Source: an optimization exercise on an open RTL-to-GDS flow (aim: small area). Production flows keep margins and buffers that such runs may drop. Where RTL was checked, it was by simulation tests only, not by an equivalence proof against the original. Power figures rest on the tool's default switching activity, not on a simulated workload.

## Top_module
module Top_module(
	input clk,
	input rstbt,
	output [8:0] aio,
	output [2:0] bo,
	input bi,
	output [17:0] mem_addr,
	input [5:0] mem_data_in,
	output [5:0] mem_data_out,
	output mem_wen,
	output mem_lbn,
	output sram_csn,
	output sram_oen,
	output sdram_csn
    );
Size in the first run: ~1000 cells after synthesis, ~50 I/O pins, roughly 7500 um2 of cells after synthesis.
clock: 10.0 ns
lec_check: 0
cap_margin: 20
core_margin: 2
core_utilization: 40
cts_buf_list: sky130_fd_sc_hd__clkbuf_8
cts_cluster_diameter: 100
cts_cluster_size: 30
slew_margin: 20
standard.sh (not shown) runs the stock make flow with config.mk's settings and CLKGATE_MAP_FILE= SYNTH_SCRIPT=/design/flow/synth_recipe.tcl, a recipe that flattens the netlist after the stock synthesis.
==> flow/flow/run.sh <==
#!/bin/bash
# Own flow: the standard layout, with the combinational logic of the standard
# synthesis re-mapped for area by ABC. Registers (instances, names, cell types)
# are those of the standard synthesis.
set -euo pipefail
WORK=$(pwd)
R=$WORK/orfs/results/$FLOW_PLATFORM/Top_module/base
LIB=$FLOW_HOME/platforms/$FLOW_PLATFORM/lib/sky130_fd_sc_hd__tt_025C_1v80.lib
YOSYS=$FLOW_HOME/../tools/install/yosys/bin/yosys
[ -x "$YOSYS" ] || YOSYS=yosys

# 1. standard synthesis
bash standard.sh synth > $WORK/1_standard_synth.log 2>&1

# 2. re-map the combinational logic for area
mkdir -p $WORK/remap
cp $R/1_2_yosys.v $WORK/remap/standard.v
DONT_USE=""
for c in $(grep -o "\-dont_use [^ ]*" $WORK/orfs/logs/$FLOW_PLATFORM/Top_module/base/1_2_yosys.log | awk '{print $2}' | sort -u); do
  DONT_USE="$DONT_USE -dont_use $c"
done
REMAP_LIB=$LIB REMAP_DONT_USE="$DONT_USE" REMAP_IN=$WORK/remap/standard.v REMAP_TOP=$FLOW_TOP \
  REMAP_SCRIPT=$WORK/flow/remap.abc REMAP_OUT=$WORK/remap/remapped.v \
  $YOSYS -c $WORK/flow/remap.tcl > $WORK/2_remap.log 2>&1

# 3. the standard layout of the re-mapped netlist
bash standard.sh clean_synth > $WORK/3_clean_synth.log 2>&1
# ports get the smallest plain buffer
bash standard.sh SYNTH_NETLIST_FILES=$WORK/remap/remapped.v "BUFFER_PORTS_ARGS=-buffer_cell sky130_fd_sc_hd__buf_1" finish > $WORK/4_layout.log 2>&1
==> flow/flow/remap.abc <==
strash
dc2
&get -n
&deepsyn -T 30
&put
dch -f
amap -F 20 -A 50 -C 5000
topo
==> flow/flow/remap.tcl <==
# Re-map the combinational logic of the standard synthesis netlist for area.
# Registers stay as they are (same instances, names and cell types).
yosys -import
set lib $::env(REMAP_LIB)
set dont_use $::env(REMAP_DONT_USE)
read_liberty -ignore_miss_func $lib
read_verilog $::env(REMAP_IN)
hierarchy -check -top $::env(REMAP_TOP)
# registers and clock cells keep their hierarchy (they are not re-mapped)
foreach pat {sky130_fd_sc_hd__df* sky130_fd_sc_hd__edf* sky130_fd_sc_hd__sdf* sky130_fd_sc_hd__dl* sky130_fd_sc_hd__sedf*} {
  catch { setattr -mod -set keep_hierarchy 1 $pat }
}
flatten
opt_clean -purge
techmap
opt -fast -purge
abc -liberty $lib {*}$dont_use -script $::env(REMAP_SCRIPT)
opt_clean -purge
splitnets
opt_clean -purge
hilomap -singleton -hicell sky130_fd_sc_hd__conb_1 HI -locell sky130_fd_sc_hd__conb_1 LO
insbuf -buf sky130_fd_sc_hd__buf_4 A X
opt_clean -purge
select -module $::env(REMAP_TOP)
stat -liberty $lib
write_verilog -noattr -nohex -nodec -selected $::env(REMAP_OUT)
Then changed:
--- a/flow/design.v
+++ b/flow/design.v
@@ -65,31 +65,30 @@
 	assign aio[8] = (hc >= 11'd857) && (hc <= 11'd976);
 	assign mem_addr = {5'b0, vc[9:2], write ? hc[6:0] : hc[8:2]};
 	assign mem_wen = ~write;
 	assign mem_lbn = ~(visible | write);
 	assign sram_csn = ~(visible | write);
 	assign sram_oen = ~(visible | write);
 	assign sdram_csn = 1'b1;
-	reg [6:0] acnt;
+	reg [9:0] acnt;		 
 	reg sclk;
 	reg [4:0] n;		 
 	reg [1:0] act;		 
 	reg [7:0] tilt;
-	wire a124 = (acnt == 7'd80);		 
-	wire a_end = a124 & (hc[2:0] == 3'd0);	 
-	wire [6:0] acnt_nx = {acnt[5:0], ~(acnt[6] ^ acnt[5])};
-	always @(posedge clk)
-		if (rst | a124) acnt <= 7'd0;
-		else acnt <= acnt_nx;
+	wire a_end = (acnt == 10'd690);	 
+	wire [9:0] acnt_nx = {acnt[8:0], ~(acnt[9] ^ acnt[6])};
 	always @(posedge clk)
 		if (rst) begin
+			acnt <= 10'd0;
 			sclk <= 1'b0;
 			n <= 5'd0;
 			act <= 2'd0;
+			tilt <= 8'd0;
 		end else if (a_end) begin
+			acnt <= 10'd0;
 			sclk <= ~sclk;
 			if (sclk) begin
 				if (n == 5'd19) begin
 					n <= 5'd0;
 					if (act != 2'd3) act <= act + 1'b1;
 				end else
 					n <= n + 1'b1;
@@ -102,15 +101,16 @@
 					5'd15: tilt[3] <= bi & act[1];
 					5'd16: tilt[2] <= bi & act[1];
 					5'd17: tilt[1] <= bi & act[1];
 					5'd18: tilt[0] <= bi & act[1];
 					default: ;
 				endcase
 			end
-		end
+		end else
+			acnt <= acnt_nx;
 	reg mosi;
 	wire [5:0] addr = (act == 2'd0) ? 6'h2D : (act == 2'd1) ? 6'h31 : 6'h34;
 	always @(*)
 		case (n)
 			5'd3: mosi = act[1];
 			5'd5: mosi = addr[5];
 			5'd6: mosi = addr[4];
@@ -122,16 +122,16 @@
 			5'd18, 5'd19: mosi = (act == 2'd1);
 			5'd0, 5'd1, 5'd2: mosi = (act == 2'd2);
 			default: mosi = 1'b0;
 		endcase
 	wire ncs = (n == 5'd0) | (n == 5'd1);
 	wire sclk_en = (n == 5'd0) | (n == 5'd1) | (n == 5'd2);
 	assign bo = {sclk_en | sclk, mosi, ncs};
-	wire left = (act != 2'd0) & tilt[7] & (tilt[6:0] <= 7'd96);
-	wire right = (act != 2'd0) & ~tilt[7] & (tilt[6:0] >= 7'd32);
+	wire left = tilt[7] & (tilt[6:0] <= 7'd96);
+	wire right = ~tilt[7] & (tilt[6:0] >= 7'd32);
 	reg [12:0] tcnt;		 
 	wire tick = (tcnt == 13'd5427);	 
 	wire [12:0] tcnt_nx = {tcnt[11:0], ~(tcnt[12] ^ tcnt[3] ^ tcnt[2] ^ tcnt[0])};
 	reg [6:0] bq;			 
 	reg [6:0] bh;			 
 	reg up;
 	reg [1:0] uc;
After rerunning:
- The changed run finished clean
- clock-buffer cell count rose by 1
- worst hold slack gets worse by 0.0094 ns
- setup slack is worse by 0.25 ns
- global-route usage grows by 0.34 points
- total power is about the same
- utilization went up by 0.74 points
- wire length is higher by 2.8%
- sequential power climbs by about 0.7%
- register-to-register slack improves by 0.09 ns
- final cell count is higher by 1.8%
- synthesized area rose by 0.98%
- fmax fell by 2.7%
- via count came out higher by 0.70%
- critical path depth shrinks by 1
The RTL of the second run of this note was laid out without a check of its function.

[afterwards: timing with drivers on the ports]
In the flow no input, the clock included, has a driving cell. The finished layouts below were timed again as built, in two steps.
Step 1 assumes that a clkbuf_16 drives the clock port and a buf_2 every other input.
Step 2, shift: input delay + t, output delay - t, t = (earliest + latest rising clock arrival at the registers) / 2. This alone moves slack from input paths to output paths.
Three values: ideal ports, drivers, drivers and shift; two values: the first two.
| run | t, ns | setup slack, ns | worst hold slack (ns) |
|---|---|---|---|
| the first run | 0.493 | 1.025 / 0.985 / 1.478 | 0.427 / 0.427 / 0.427 |
| the second run | 0.497 | 0.780 / 0.740 / 1.237 | 0.418 / 0.418 / 0.418 |
After both steps setup and hold are still met in every run listed.
